From an optimization exercise on the open Yosys and OpenROAD flow, aimed at small area and a short achievable clock period; shortcuts taken in it are not production practice.
RTL that was checked went through simulation tests only; none was proved equivalent to the original.
Power is estimated from default activity; no workload was simulated.

## build 4
// fitness_eval
module fitness_eval #(
           parameter NUM_PARTICLE_TYPE        = 3  ,
           parameter DATA_WIDTH               = 4  ,
           parameter PARTICLE_LENGTH          = 2  ,
           parameter LATTICE_LENGTH           = 11 ,
           parameter SELF_FIT_LENGTH          = 10 ,
           parameter SELF_ENERGY_VEC_LENGTH   = NUM_PARTICLE_TYPE,
           parameter INTERACTION_MATRIX_LENGTH = (NUM_PARTICLE_TYPE**2),
           parameter INDIVIDUAL_LENGTH        = LATTICE_LENGTH * PARTICLE_LENGTH,
           parameter POP_SIZE                 = 50,
           parameter IDX_WIDTH                = 8,
           parameter PTR_LENGTH               = 2
       ) (
           input clk_i,
           input rst_n,
           input [DATA_WIDTH   -1 : 0 ]                 self_energy_i,
           input [DATA_WIDTH   -1 : 0]                  interact_energy_i,
           input [INDIVIDUAL_LENGTH   -1 :0]            individual_vec_i,
           input  wrSelfEnergyValid_i,
           input  wrInteractEnergyValid_i,
           input  in_valid_i,
           input [IDX_WIDTH -1 :0]  ind_idx_i,
           output reg out_valid_ff_o,
           output reg done_ff_o,
           output reg[SELF_FIT_LENGTH-1:0] total_energy_ff_o,
           output reg[INDIVIDUAL_LENGTH - 1 :0] individual_vec_ff_o,
           output reg[IDX_WIDTH-1:0] ind_wb_idx_ff_o
       );
Settings: LEC_CHECK=0, CAP_MARGIN=20, CORE_MARGIN=2, CORE_UTILIZATION=40, CTS_BUF_LIST=sky130_fd_sc_hd__clkbuf_8 sky130_fd_sc_hd__clkbuf_16, CTS_CLUSTER_DIAMETER=100, CTS_CLUSTER_SIZE=30, SETUP_SLACK_MARGIN=2.8, SLEW_MARGIN=20; clock period 5.0 ns.
run.sh (not shown) runs the stock make flow with config.mk's settings and CLKGATE_MAP_FILE= SYNTH_SCRIPT=/design/flow/synth_recipe.tcl, a recipe that flattens the netlist after the stock synthesis.
Every stage of the flow completed for build 4, and the final layout passed the timing, DRC and antenna checks.
--- input diff build 4..build 35 ---
diff --git a/flow/config.mk b/flow/config.mk
--- a/flow/config.mk
+++ b/flow/config.mk
@@ -9,3 +9,3 @@
 export CORE_MARGIN = 2
-export CORE_UTILIZATION = 40
+export CORE_UTILIZATION = 60
 export CTS_BUF_LIST = sky130_fd_sc_hd__clkbuf_8 sky130_fd_sc_hd__clkbuf_16
@@ -15 +15,2 @@
 export SLEW_MARGIN = 20
+export TNS_END_PERCENT = 10
### Flow results
- Note that the largest vdd supply drop recorded for build 4 amounts to 0.67 times the value seen in build 35.
- Build 4 → build 35: max-slew violation count roughly the same; number of signal-net inverters in the final layout barely changed; power consumption went down about 0.5%; part of the power in the clock network shows a reduction of 0.7 points; wire length reported by the detailed router decreased about 4.5%.
- Compared with build 4, build 35 shows total sequential power that has gone up slightly.
- Overall routing resource usage for build 35: 8.7 points up relative to build 4
- Sort build 4 and build 35 by leakage power desc -> top: build 4
## Diff of input files: build 1 against build 35
==> flow/flow/run.sh (new file) <==
#!/bin/bash
# Own layout flow: the standard ORFS flow (standard.sh, unchanged synthesis and
# steps) with one change: port buffers use sky130_fd_sc_hd__buf_2 (BUFFER_PORTS_ARGS)
# instead of the cell buffer_ports picks by default. Every input and output port still
# gets its buffer, and later repair may resize it.
# make's full output goes to standard.log here; each ORFS step logs under orfs/logs.
set -euo pipefail
export BUFFER_PORTS_ARGS="-buffer_cell sky130_fd_sc_hd__buf_2"
bash standard.sh > standard.log 2>&1
==> flow/standard.sh (new file) <==
#!/bin/bash
# synth_recipe.tcl (not shown) runs the flow's synth.tcl, then flattens the netlist and writes it again
# the make line also repeats each setting of config.mk as NAME=value (left out here)
make -C /OpenROAD-flow-scripts/flow DESIGN_CONFIG=/design/flow/config.mk WORK_HOME=/design/flow/orfs CLKGATE_MAP_FILE= SYNTH_SCRIPT=/design/flow/synth_recipe.tcl "${@:-finish}"
diff --git a/flow/config.mk b/flow/config.mk
--- a/flow/config.mk
+++ b/flow/config.mk
@@ -9,3 +9,3 @@
 export CORE_MARGIN = 2
-export CORE_UTILIZATION = 60
+export CORE_UTILIZATION = 40
 export CTS_BUF_LIST = sky130_fd_sc_hd__clkbuf_8 sky130_fd_sc_hd__clkbuf_16
@@ -15,2 +15 @@
 export SLEW_MARGIN = 20
-export TNS_END_PERCENT = 10
removed: flow/run.sh
Findings:
- Delta (build 1 minus build 35): total length of routed wires rose 11%, utilization lost 22 points, leakage power of the design higher, buffering stage count on the worst path with inverters included fell by 1.
- Build 1 vs. build 35: worst-case setup margin in the final layout grew by 150 ps; fraction of the cycle the final worst path needs has decreased; fraction of cell area in non-clock buffers went down 1.5 points.
- A type of the worst setup path of register to register is what build 1 shows, while register to primary output belongs to build 35.
No functional check of the RTL was part of any run of this note.

---

lagoon:
Another version of the RTL of fitness_eval (not shown whole).
For scale: ~1,000 cells after synthesis, ~260 flip-flops, about 85 I/O pins.
export LEC_CHECK = 0
export CAP_MARGIN = 20
export CORE_MARGIN = 2
export CORE_UTILIZATION = 40
export CTS_BUF_LIST = sky130_fd_sc_hd__clkbuf_8 sky130_fd_sc_hd__clkbuf_16
export CTS_CLUSTER_DIAMETER = 100
export CTS_CLUSTER_SIZE = 30
export PLACE_DENSITY = 0.8
export SETUP_SLACK_MARGIN = 2.85
export SLEW_MARGIN = 20
create_clock -name core_clock -period 5.0 [get_ports {clk_i}]
standard.sh (not shown) runs the stock make flow with config.mk's settings and CLKGATE_MAP_FILE= SYNTH_SCRIPT=/design/flow/synth_recipe.tcl, a recipe that flattens the netlist after the stock synthesis.
==> flow/flow/run.sh <==
#!/bin/bash
# Own layout flow: the standard ORFS flow (standard.sh, unchanged synthesis and
# steps) with one change: port buffers use sky130_fd_sc_hd__buf_2 (BUFFER_PORTS_ARGS)
# instead of the cell buffer_ports picks by default. Every input and output port still
# gets its buffer, and later repair may resize it.
# make's full output goes to standard.log here; each ORFS step logs under orfs/logs.
set -euo pipefail
export BUFFER_PORTS_ARGS="-buffer_cell sky130_fd_sc_hd__buf_2"
bash standard.sh > standard.log 2>&1
#### Input delta (willow over lagoon)
--- a/flow/config.mk
+++ b/flow/config.mk
@@ -13,4 +13,4 @@
 export CTS_CLUSTER_SIZE = 30
 export PLACE_DENSITY = 0.8
-export SETUP_SLACK_MARGIN = 2.85
+export SETUP_SLACK_MARGIN = 2.9
 export SLEW_MARGIN = 20
[summary]
- willow | status: complete | timing, DRC, antenna: pass
- Critical path data required time was higher in the run labelled lagoon.
- Max fraction of the cycle the final worst path needs across willow and lagoon: willow
- On willow: multi-input gate share of the layout cell area is 1.0 points lower than what lagoon gave.
- Summary — total power consumption of the routed design, willow relative to lagoon: higher, by 0.22 mW.
- The total combinational power of willow is higher than that of lagoon.
- | met1 layer usage reported by global route | willow vs lagoon | ≈ equal |
- lagoon has lower utilization than willow.
- Against lagoon, quantity of gates resized following cts in willow rose by more than half.
- Final routed wirelength across all metal layers, willow and lagoon: smaller value in lagoon
- Row worst relative slew slack: willow lower / lagoon higher
## Diff of input files: garnet against willow
--- a/flow/config.mk
+++ b/flow/config.mk
@@ -8,9 +8,9 @@
 export CAP_MARGIN = 20
 export CORE_MARGIN = 2
-export CORE_UTILIZATION = 40
+export CORE_UTILIZATION = 60
 export CTS_BUF_LIST = sky130_fd_sc_hd__clkbuf_8 sky130_fd_sc_hd__clkbuf_16
 export CTS_CLUSTER_DIAMETER = 100
 export CTS_CLUSTER_SIZE = 30
-export PLACE_DENSITY = 0.8
-export SETUP_SLACK_MARGIN = 2.9
+export PLACE_DENSITY = 0.85
+export SETUP_SLACK_MARGIN = 2.8
 export SLEW_MARGIN = 20
## What came out
garnet was carried through to the last stage, and its layout satisfied the timing, DRC and antenna checks.
Re netlist area before placement: no difference whatsoever between garnet and willow.
Setup slack ends up higher on garnet.
willow has higher final hold slack than garnet.
From willow to garnet the numbers moved as follows: clock period minus worst slack fell by 0.022 ns, register-to-register slack rose by 0.02 ns, remaining max-slew budget at the tightest pin rose by 22 points.
Delay of the slowest cell on the worst path: lower on willow
### garnet -> violet
--- a/flow/config.mk
+++ b/flow/config.mk
@@ -6,11 +6,11 @@
 export NUM_CORES = 4
 export LEC_CHECK = 0
-export CAP_MARGIN = 20
+export CAP_MARGIN = 0
 export CORE_MARGIN = 2
-export CORE_UTILIZATION = 60
+export CORE_UTILIZATION = 40
 export CTS_BUF_LIST = sky130_fd_sc_hd__clkbuf_8 sky130_fd_sc_hd__clkbuf_16
 export CTS_CLUSTER_DIAMETER = 100
 export CTS_CLUSTER_SIZE = 30
-export PLACE_DENSITY = 0.85
+export PLACE_DENSITY = 0.8
 export SETUP_SLACK_MARGIN = 2.8
-export SLEW_MARGIN = 20
+export SLEW_MARGIN = 0
--- outcome ---
In the metrics for violet and garnet, the one carrying the lower total power is garnet.
The remaining max-slew budget at the tightest pin of violet falls short of that of garnet by 2.7 points.
Relative to garnet, layout overhead on the synthesized area increased by 3.3 points in violet.
Between violet and garnet, it is violet whose layout cell share with drive strength beyond 1 is higher, by 0.98 points.
H-tree depth: garnet vs violet identical
Cmp violet vs garnet: reg2reg setup slack higher in violet
[inputs] fjord vs violet
--- a/flow/config.mk
+++ b/flow/config.mk
@@ -6,5 +6,5 @@
 export NUM_CORES = 4
 export LEC_CHECK = 0
-export CAP_MARGIN = 0
+export CAP_MARGIN = 20
 export CORE_MARGIN = 2
 export CORE_UTILIZATION = 40
@@ -12,5 +12,4 @@
 export CTS_CLUSTER_DIAMETER = 100
 export CTS_CLUSTER_SIZE = 30
-export PLACE_DENSITY = 0.8
-export SETUP_SLACK_MARGIN = 2.8
-export SLEW_MARGIN = 0
+export SETUP_SLACK_MARGIN = 2.95
+export SLEW_MARGIN = 20
[summary]
Looking at detailed-route wire length across both flows, fjord is the weaker of the two, with violet ahead.
From violet to fjord the numbers moved as follows: reg2reg setup slack saw an increase, combinational share of power saw an increase.
In the metrics for violet and fjord, the one carrying the higher overall via count from detail_route is fjord.
fjord vs. violet: post-layout total power up 0.15 mW; number of cells on the critical path has decreased.
In fjord the number of detailed-routing iterations run before antenna repair turned out 1 lower than in violet.
Between violet and fjord, the sequential share of layout area is lower for fjord.

==> separate check: timing with driven ports <==
No port has a modelled driver above. Below, the same layouts with a new extraction and two added sets of constraints.
Step 1: set_driving_cell puts a clkbuf_16 on clk_i and a buf_2 on each other input, an assumption about the parent block.
Step 2 times the ports against the registers' clock, not the clock port: input delays grow and output delays shrink by t, the midpoint of the rising clock arrivals with the driver on.
Three values: no drivers, after step 1, after step 2; two values: the first two.
| run | t (ns) | slack for setup (ns) | worst register clock-pin slew, ns |
|---|---|---|---|
| build 4 | 0.528 | 2.828 / 2.800 / 2.363 | 0.11 / 0.11 |
| build 35 | 0.526 | 2.628 / 2.582 / 2.299 | 0.12 / 0.12 |
| build 1 | 0.544 | 2.781 / 2.781 / 2.490 | 0.12 / 0.12 |
| lagoon | 0.540 | 2.896 / 2.896 / 2.521 | 0.12 / 0.12 |
| willow | 0.538 | 2.773 / 2.773 / 2.523 | 0.12 / 0.12 |
| garnet | 0.532 | 2.794 / 2.794 / 2.507 | 0.12 / 0.12 |
| violet | 0.544 | 2.863 / 2.863 / 2.494 | 0.11 / 0.11 |
| fjord | 0.541 | 2.955 / 2.935 / 2.522 | 0.12 / 0.12 |
After both steps every run listed still meets setup and hold. The setup slack of build 4, which loses most, moves by -0.028 ns with the drivers and by -0.465 ns with both steps.
